This design comes from an exercise in tuning for small area on the open sky130 flow, not from production work. Only simulation tests tie the RTL to the original design; equivalence was not proved.

==> flow/design.v (outline; a module is shown in full before it is edited, if it fits) <==
// module CORDIC_COS_SIN: 1716 lines
module CORDIC_COS_SIN #(
    parameter DATA_WIDTH = 16,
    parameter PHASE_WIDTH = 32,
    parameter STAGE = 16
) (
    input clk,
    input rst,
    input en,
    input mode,
    input signed [DATA_WIDTH-1:0] x0,
    input signed [DATA_WIDTH-1:0] y0,
    input signed [PHASE_WIDTH-1:0] phase,
    output valid,
    output [DATA_WIDTH:0] cos,
    output [DATA_WIDTH:0] sin
);
  // ...
==> flow/flow/run.sh <==
#!/bin/bash
set -euo pipefail
bash standard.sh BUFFER_PORTS_ARGS="-buffer_cell sky130_fd_sc_hd__buf_2" finish > standard_flow.log 2>&1
==> flow/standard.sh <==
#!/bin/bash
# synth_recipe.tcl (not shown) runs the flow's synth.tcl, then flattens the netlist and writes it again
# the make line also repeats each setting of config.mk as NAME=value (left out here)
make -C /OpenROAD-flow-scripts/flow DESIGN_CONFIG=/design/flow/config.mk WORK_HOME=/design/flow/orfs CLKGATE_MAP_FILE= SYNTH_SCRIPT=/design/flow/synth_recipe.tcl "${@:-finish}"
==> flow/config.mk <==
export PLATFORM = sky130hd
export DESIGN_NAME = CORDIC_COS_SIN
export DESIGN_NICKNAME = CORDIC_COS_SIN
export VERILOG_FILES = /design/flow/design.v
export SDC_FILE = /design/flow/constraint.sdc
export NUM_CORES = 4
export LEC_CHECK = 0
export ABC_AREA = 1
export CAP_MARGIN = 20
export CORE_MARGIN = 2
export CORE_UTILIZATION = 55
export CTS_BUF_LIST = sky130_fd_sc_hd__clkbuf_4 sky130_fd_sc_hd__clkbuf_8
export CTS_CLUSTER_DIAMETER = 60
export CTS_CLUSTER_SIZE = 30
export GPL_TIMING_DRIVEN = 0
export SETUP_SLACK_MARGIN = -0.1
export SLEW_MARGIN = 20
==> flow/constraint.sdc <==
create_clock -name core_clock -period 5.0 [get_ports {clk}]
set_input_delay 1.0000 -clock core_clock [delete_from_list [all_inputs] [get_ports {clk}]]
set_output_delay 1.0000 -clock core_clock [all_outputs]
set_load 0.01 [all_outputs]
==> results.toml, run 1 <==
[layout]
n_antenna_cell = 1
inverters = 705
final_util = 0.619
nMultiInputCombCells = 3154
dominant_cells = "multi-input gates"
register_area_um2 = 7230

[critical_path]
slowest_delay_ns = 0.43
end_kind = "flop"
path_max_fanout = 10
crit_family = "compound AO/OA/AOI/OAI gates"
critPathMostFrequentCell = "a31oi_4"
crit_slowest_cell = "dfxtp_4"

[place]
dpl.hpwl_um = 56700
placed_area_um2 = 34100
placedCellCount = 5134

[logic_synthesis]
yosysSeqAreaShare = 0.221
synth_cell_types = 60
syn-cell-area_um2 = 32700
ys_seq_elements = 358
ys_warn_count = 1
synth.most_common_cell = "nand2_1"

[clock_network]
htree_levels = 2
cts_resized = 42
clk_pin_slew_worst_paths_ns = 0.10
cts_tree = "done"
numCtsBuffers = 37

[routing]
routed_via_density = 4.97
top_layer = "met4"
drt_iter0_drc = 950

[global_route]
top_usage_layer = "met2"
grt_use_met3 = 0.0216

[sta]
max_freq_ghz = 0.209
hold_ws_ns = 0.277

[floorplanning]
taps = 773
ios = 103

[outcome]
status = "no timing/DRC/antenna violations"
==> run 2: changes to the inputs <==
--- a/flow/config.mk
+++ b/flow/config.mk
@@ -13,5 +13,5 @@
 export CTS_CLUSTER_DIAMETER = 60
 export CTS_CLUSTER_SIZE = 30
 export GPL_TIMING_DRIVEN = 0
-export SETUP_SLACK_MARGIN = -0.1
+export SETUP_SLACK_MARGIN = -0.2
 export SLEW_MARGIN = 20
==> results.toml, run 2 <==
[outcome]
status = "no timing/DRC/antenna violations"

[routing]
drt_iter0_drc = 942
top_layer = "met4"
first_pass_iters = 5
antenna_left = 0
routed_via_density = 4.98
drc = 0
wl_um = 68400
wl_per_cell_um = 13.0
via_count = 26097
wl_met2_um = 34600
dr_wl_met3_um = 1420
wl_met1_um = 30800

[sta]
drv_slew = 0
rsz0062_at_grt = "true"
max_freq_ghz = 0.207
tns_ns = 0
fin_crit_sh = 0.964
finClkSkew_ns = 0.0403
fin_crit_ns = 4.82
worst_pin_slew_ns = 1.04
slew_headroom = 0.301
hold_viol = 0
finalSetupViolations = 0

[critical_path]
slowest_delay_ns = 0.41
end_kind = "flop"
cp_data_required_time_ns = 5.57
crit_slowest_cell = "dfxtp_4"
path_max_fanout = 10
path_class = "reg -> reg"
critPathArrivalTime_ns = 5.39
critPathMostFrequentCell = "nand2_1"
worst_setup_path_start_kind = "flop"

[logic_synthesis]
syn_avg_cell_area_um2 = 7.66
synth.most_common_cell = "nand2_1"
synthCells = 4266
synthArstFlopShare = 0.0223
synth_top_area_frac = 0.215
syn-cell-area_um2 = 32700
syn_nets = 4829
synth-edff-count = 0
ys_warn_count = 1
ys_seq_elements = 358
netlist_top_cells_count = "nand2_1 (835), inv_1 (697), xor2_1 (512)"
synth_top_cells_by_area = "dfxtp_1 (21%), xor2_1 (14%), ha_1 (13%)"
yosysSeqAreaShare = 0.221
yosysTopAreaCell = "dfxtp_1"
synth_cell_types = 60
synth_flop_cell = "dfxtp_1"

[global_route]
grt_pass1_vias = 24761
grtUsageTotal = 0.225
grt_overflow_total = 0
grt_pass1_wl_um = 115000
antenna_found_initial = 1
grt_start_max_net_pins = 23

[clock_network]
clk-insertion-delay-late_ns = 0.65
cts_hold_buf = 0
clk_path_buf_depth = 3
clk_pin_slew_worst_paths_ns = 0.11
cts_sinks = 358
htree_levels = 2
root_buffer = "clkbuf_8"
cts_tree = "done"
numCtsBuffers = 37

[layout]
drive_gt1_frac = 0.0851
fillers = 5665
mostFrequentLayoutCells = "nand2_1 (830), inv_1 (690), xor2_1 (497), dfxtp_1 (339), ha_1 (332)"
area_growth_pct = 10.6
nNetsFinal = 5002
layout_commonest_cell = "nand2_1"
final_util = 0.613

[floorplanning]
start_util = 0.554
dieArea_um2 = 61400
ios = 103
dieWidth_um = 248
row_count = 89
core_region_area_um2 = 58900
die_h_um = 248

[place]
io_buffer_count = 95
dpl.hpwl_um = 56700
gp_congestion = 0.859

[hold_path]
hp-class = "in -> async"

[flow_run]
maxCapViolations = 0
[run 2: logic make-up (layout without fill, tap and decap cells)]
kind of cell             after synthesis  count (layout)  synth area share
adder cells (fa/ha/maj)              495             495             0.224
buffers and inverters                754             955            0.0890
AND/OR/NAND/NOR                     1434            1434             0.186
AO/OA/AOI/OAI                        521             521            0.0885
other                                  0               1                 0
XOR/XNOR                             704             704             0.192
flip-flops                           358             358             0.221
[run 2: worst max-delay path: cells and delay by family, from the launching register on]
kind	cells	cell delay, ns
buffers and inverters	7	0.79
AND/OR/NAND/NOR	11	1.16
XOR/XNOR	4	0.80
flip-flops	1	0.41
adder cells (fa/ha/maj)	4	1.16
AO/OA/AOI/OAI	3	0.46
[run 2: metal layers]
layer | global-route usage | vias to the layer above
li1 | - | 13888
met3 | 0.0216 | 94
met4 | 0.0613 | 0
met1 | 0.274 | 11896
met5 | 0 | -
met2 | 0.420 | 219
[run 2: final timing paths]
kind,from,end,slack (ns),depth (start not counted)
worst max-delay path,zr1[16],xr2[13],0.18,29
max in group asynchronous,rst,vld[7],4.50,2
worst min register to register,zr2[0],zr3[0],0.34,0
worst max register to register,zr1[16],xr2[13],0.18,29
worst min-delay path,rst,vld[3],0.28,2
min in group core_clock,zr2[0],zr3[0],0.34,0
[run 2: per-stage QoR]
stage                     std cells  hold WS, ns  worst slack [ns]  instance area (um^2)
after floorplan                4266        0.310           -0.0836                 32700
after global placement         5134        0.311             -1.02                 34100
after detailed placement       5134        0.323             -1.12                 34100
after CTS                      5203        0.225            -0.199                 35200
after global routing           5241        0.249            -0.230                 36100
final                          5241        0.277             0.180                 36100
[run 2: layout make-up]
cell class	instances	area [um^2]	area share
Inverter	705	2660	0.0738
Clock buffer	38	523	0.0145
Sequential cell	358	7230	0.200
Clock inverter	29	430	0.0119
Antenna cell	1	2.50	0.0000693
Multi-Input combinational cell	3154	23200	0.643
Tap cell	773	967	0.0268
Buffer	47	280	0.00776
Timing Repair Buffer	136	797	0.0221
[run 2: repair_timing]
action,CTS,global route
buffers inserted,2,39
gates resized for setup,34,132
pin swaps,1,26
hold endpoints to repair,0,0
endpoints found under the setup margin,106,112
==> run 3: changes to the inputs <==
==> flow/flow/run.sh (replaced) <==
#!/bin/bash
set -euo pipefail
bash standard.sh BUFFER_PORTS_ARGS="-buffer_cell sky130_fd_sc_hd__buf_1" finish > standard_flow.log 2>&1
==> results.toml, run 3 <==
[sta]
finalSetupViolations = 0
rsz0062_at_grt = "true"
fin_crit_ns = 4.87
slew_headroom = 0.309
setup_slack_ns = 0.128
drv_slew = 0
hold_viol = 0
worst_pin_slew_ns = 1.03
fin_crit_sh = 0.974
max_freq_ghz = 0.205
finClkSkew_ns = 0.0641

[clock_network]
clk-insertion-delay-late_ns = 0.66
htree_levels = 2
cts_hold_buf = 0
cts_tree = "done"
clk_path_buf_depth = 3
numCtsBuffers = 38
root_buffer = "clkbuf_8"
clk_pin_slew_worst_paths_ns = 0.10
cts_sinks = 358

[logic_synthesis]
yosysSeqAreaShare = 0.221
synth_cell_types = 60
ys_seq_elements = 358
synth.most_common_cell = "nand2_1"
syn_nets = 4829
synth_flop_cell = "dfxtp_1"
synthCells = 4266
synth_compound_area_frac = 0.0885
synth_top_cells_by_area = "dfxtp_1 (21%), xor2_1 (14%), ha_1 (13%)"
yosys.area_share.adder = 0.224
synth_top_family_by_area = "adder cells"
synth_simple_gate_area_frac = 0.186
syn_avg_cell_area_um2 = 7.66
netlist_top_cells_count = "nand2_1 (835), inv_1 (697), xor2_1 (512)"
synthArstFlopShare = 0.0223
synth-xor-area-share = 0.192
yosysTopAreaCell = "dfxtp_1"
syn-cell-area_um2 = 32700
ys_warn_count = 1
synth.area.mux_share = 0
synth_top_area_frac = 0.215
synth-edff-count = 0

[layout]
fillers = 5692
mostFrequentLayoutCells = "nand2_1 (830), inv_1 (686), xor2_1 (496), dfxtp_1 (339), ha_1 (330)"
final_util = 0.610
fin_cells = 5243
drive_gt1_frac = 0.0674
area_growth_pct = 10.1
layout_commonest_cell = "nand2_1"
nNetsFinal = 5003

[routing]
drt_iter0_drc = 850
drc = 0
wl_per_cell_um = 13.2
antenna_left = 0
via_count = 26086
first_pass_iters = 7
wl_um = 69400
routed_via_density = 4.98

[floorplanning]
row_count = 89
die_h_um = 248
core_region_area_um2 = 58900
ios = 103
start_util = 0.554
dieWidth_um = 248
dieArea_um2 = 61400

[global_route]
grt_pass1_vias = 24854
grtUsageTotal = 0.228
grt_pass1_wl_um = 116000
antenna_found_initial = 1
grt_start_max_net_pins = 21
grt_overflow_total = 0

[critical_path]
r2r-start = "xr3[6]"
end_kind = "flop"
crit_slowest_cell = "fa_1"
critPathArrivalTime_ns = 5.41
cp_data_required_time_ns = 5.54
slowest_delay_ns = 0.42
regToRegSetupSlack_ns = 0.13
path_max_fanout = 3
critPathMostFrequentCell = "nand2_1"
worst_setup_path_start_kind = "flop"
path_class = "reg -> reg"
crit_start = "xr3[6]"

[place]
io_buffer_count = 95
preCtsSetupSlack_ns = -1.12
gp_congestion = 0.872
dpl.hpwl_um = 57500
placedCellCount = 5134

[hold_path]
hp-class = "in -> async"

[flow_run]
maxCapViolations = 0

[outcome]
status = "no timing/DRC/antenna violations"
==> run 3: cell counts after synthesis <==
No cell type changed its count.
==> run 3: cell families (layout without fill, tap and decap cells) <==
| group | count (synthesis) | count (layout) |
|---|---|---|
| and+or+nand+nor | 1434 | 1434 |
| buffers and inverters | 754 | 957 |
| xor gates and xnor gates | 704 | 704 |
| AOI/OAI and AO/OA | 521 | 521 |
| adders and majority gates | 495 | 495 |
| DFF | 358 | 358 |
| other | 0 | 1 |
==> run 3: worst max-delay path: cells and delay by family, from the launching register on <==
family	cells	cell delay, ns
flops	1	0.38
fa+ha+maj	3	1.06
buf+inv	2	0.24
xor+xnor	3	0.72
simple gates	15	1.49
compound gates	6	0.90
==> run 3: through the flow <==
step	TNS [ns]	area (um^2)	hold WS [ns]
4_1_cts	-4.86	35100	0.210
3_5_place_dp	-57.25	34000	0.322
6_report	0	36000	0.264
5_1_grt	-10.83	36000	0.266
3_3_place_gp	-54.58	34000	0.320
2_1_floorplan	-0.0972	32700	0.310
==> run 3: cell type report <==
cell class,count,area [um^2],area share
clock inverter,28,339,0.00943
tap,773,967,0.0269
timing repair buffer,136,669,0.0186
inverter,705,2660,0.0740
buffer,47,285,0.00793
multi-input combinational,3154,23200,0.646
sequential,358,7230,0.201
antenna,1,2.50,0.0000696
clock buffer,41,552,0.0153
==> run 3: path summary, 6_finish.rpt <==
kind / end / depth (start not counted)
worst max-delay path: xr4[14] / 29
worst min-delay path: vld[1] / 2
worst max register to register: xr4[14] / 29
worst min register to register: zr3[0] / 0
max in group asynchronous: vld[5] / 2
min in group core_clock: zr3[0] / 0
==> run 3: repair_timing <==
| action | 4_1_cts | 5_1_grt |
|---|---|---|
| buffers inserted | 2 | 39 |
| setup endpoints to repair | 102 | 109 |
| pin swaps | 1 | 28 |
| resized for setup | 37 | 149 |
| endpoints found under the hold margin | 0 | 0 |
==> run 3: layer usage <==
layer | vias to the layer above | global-route usage | part of all wire
li1 | 13901 | - | -
met1 | 11838 | 0.283 | 0.45
met2 | 269 | 0.423 | 0.51
met3 | 78 | 0.0205 | 0.023
met4 | 0 | 0.0553 | 0.020
met5 | - | 0 | 0
==> run 4: changes to the inputs <==
--- a/flow/config.mk
+++ b/flow/config.mk
@@ -13,5 +13,5 @@
 export CTS_CLUSTER_DIAMETER = 60
 export CTS_CLUSTER_SIZE = 30
 export GPL_TIMING_DRIVEN = 0
-export SETUP_SLACK_MARGIN = -0.2
+export SETUP_SLACK_MARGIN = -0.1
 export SLEW_MARGIN = 20
==> results.toml, run 4 <==
[clock_network]
htree_levels = 2
root_buffer = "clkbuf_8"
cts_hold_buf = 0
clk_path_buf_depth = 3
clk-insertion-delay-late_ns = 0.66
numCtsBuffers = 38
cts_sinks = 358
clk_pin_slew_worst_paths_ns = 0.12
cts_tree = "done"

[logic_synthesis]
synthArstFlopShare = 0.0223
synth_top_cells_by_area = "dfxtp_1 (21%), xor2_1 (14%), ha_1 (13%)"
ys_seq_elements = 358
syn-cell-area_um2 = 32700
synth-edff-count = 0
netlist_top_cells_count = "nand2_1 (835), inv_1 (697), xor2_1 (512)"
syn_nets = 4829
yosysTopAreaCell = "dfxtp_1"
ys_warn_count = 1
synth.most_common_cell = "nand2_1"
synth_flop_cell = "dfxtp_1"
syn_avg_cell_area_um2 = 7.66
yosysSeqAreaShare = 0.221
synth_cell_types = 60
synth_top_area_frac = 0.215
synthCells = 4266

[global_route]
grt_pass1_wl_um = 116000
grt_start_max_net_pins = 21
antenna_found_initial = 1
grt_pass1_vias = 24875
grt_overflow_total = 0
grtUsageTotal = 0.229

[place]
placedCellCount = 5134
io_buffer_count = 95
preCtsSetupSlack_ns = -1.12
gp_congestion = 0.872
dpl.hpwl_um = 57500

[routing]
antenna_left = 0
drt_iter0_drc = 865
wl_per_cell_um = 13.3
wl_um = 70000
first_pass_iters = 8
via_count = 26170
drc = 0
routed_via_density = 4.98

[critical_path]
crit_family = "compound AO/OA/AOI/OAI gates"
path_class = "reg -> reg"
r2r-end = "xr7[7]"
regToRegSetupSlack_ns = 0.17
cp_num_buf_inv = 5
crit_slowest_cell = "dfxtp_2"
worst_setup_path_start_kind = "flop"
slowest_delay_ns = 0.37
critPathMostFrequentCell = "nand2_1"
r2r-start = "xr6[12]"
reg2reg_depth = 26
cp_data_required_time_ns = 5.59
end_kind = "flop"
critPathArrivalTime_ns = 5.41
path_max_fanout = 10

[sta]
slew_headroom = 0.295
hold_ws_ns = 0.265
max_freq_ghz = 0.207
hold_viol = 0
finalSetupViolations = 0
setup_slack_ns = 0.174
fin_crit_ns = 4.83
worst_pin_slew_ns = 1.05
fin_crit_sh = 0.965
drv_slew = 0
finClkSkew_ns = 0.0611

[floorplanning]
dieArea_um2 = 61400
row_count = 89
ios = 103
core_region_area_um2 = 58900
start_util = 0.554
die_h_um = 248
dieWidth_um = 248

[hold_path]
hp-class = "in -> async"

[layout]
fin_cells = 5257
drive_gt1_frac = 0.0785
layout_commonest_cell = "nand2_1"
mostFrequentLayoutCells = "nand2_1 (825), inv_1 (684), xor2_1 (491), dfxtp_1 (338), ha_1 (322)"
area_growth_pct = 11.2
nNetsFinal = 5017
final_util = 0.616
fillers = 5666

[outcome]
status = "no timing/DRC/antenna violations"

[flow_run]
maxCapViolations = 0
-- run 4: cell counts after synthesis --
No cell type changed its count.
-- run 4: cell type report --
cell class,instances,area (um^2),area share
clock inverter,28,339,0.00934
timing repair buffer,149,778,0.0214
buffer,48,302,0.00830
inverter,705,2670,0.0734
multi-input combinational,3154,23500,0.646
tap,773,967,0.0266
clock buffer,41,552,0.0152
sequential,358,7230,0.199
antenna,1,2.50,0.0000689
-- run 4: worst max path at each step --
stage | startpoint | depth (start not counted) | endpoint
CTS | zr4[10] | 27 | xr5[16]
finish | xr6[12] | 26 | xr7[7]
global route | zr3[12] | 27 | xr4[14]
global placement | zr2[14] | 30 | xr3[16]
floorplan | zr1[16] | 27 | xr2[13]
detailed placement | zr2[14] | 30 | xr3[16]
-- run 4: timing repair --
| item | CTS | global route |
|---|---|---|
| setup endpoints to repair | 116 | 123 |
| pin swaps | 3 | 43 |
| setup buffers | 8 | 46 |
| resized for setup | 47 | 188 |
-- run 4: per-stage QoR --
step / TNS (ns) / area (um^2)
floorplan: -0.0972 / 32700
global placement: -54.58 / 34000
detailed placement: -57.25 / 34000
CTS: -1.73 / 35100
global route: -4.40 / 36300
finish: 0 / 36300
-- run 4: kinds of logic after synthesis --
logic type      synth area share
compound gates            0.0885
xor+xnor                   0.192
fa+ha+maj                  0.224
simple gates               0.186
flops                      0.221
buf+inv                   0.0890
-- run 4: worst register-to-register path, delay by kind of cell (launching register included) --
| kind | cells | cell delay, ns |
|---|---|---|
| adders and majority gates | 3 | 0.99 |
| AOI/OAI and AO/OA | 6 | 1.24 |
| and+or+nand+nor | 10 | 1.14 |
| DFF | 1 | 0.37 |
| xor gates and xnor gates | 2 | 0.44 |
| buffers and inverters | 5 | 0.59 |
-- run 4: per-layer routing --
metal / part of all wire / global-route usage
met3: 0.024 / 0.0205
met2: 0.51 / 0.424
met5: 0 / 0
met4: 0.018 / 0.0553
met1: 0.45 / 0.284

==> separate check: timing with driven ports <==
Ports are ideal in the flow. The routed layouts listed here were re-timed in OpenROAD. Step 1 (the two cells are an assumption about what drives the block):
set clk [get_ports {clk}]
set_driving_cell -lib_cell sky130_fd_sc_hd__clkbuf_16 $clk
set_driving_cell -lib_cell sky130_fd_sc_hd__buf_2 [delete_from_list [all_inputs] $clk]
Step 2 also shifts input and output timing later by t, the mid clock arrival at the registers, as if the neighbouring blocks saw the same clock. a / b / c = ideal / step 1 / step 2; a / b = the first two.
| run | t (ns) | setup slack, ns | worst setup path at the end |
|---|---|---|---|
| run 1 | 0.674 | 0.213 / 0.213 / -0.285 | input to register |
| run 2 | 0.674 | 0.180 / 0.180 / -0.420 | input to register |
| run 3 | 0.685 | 0.128 / 0.128 / -0.293 | input to register |
| run 4 | 0.684 | 0.174 / 0.174 / -0.268 | input to register |
With both steps, setup timing fails in every run listed, where it was met with ideal ports. The setup slack of run 2, which loses most, moves by 0.000 ns with the drivers and by -0.600 ns with both steps.
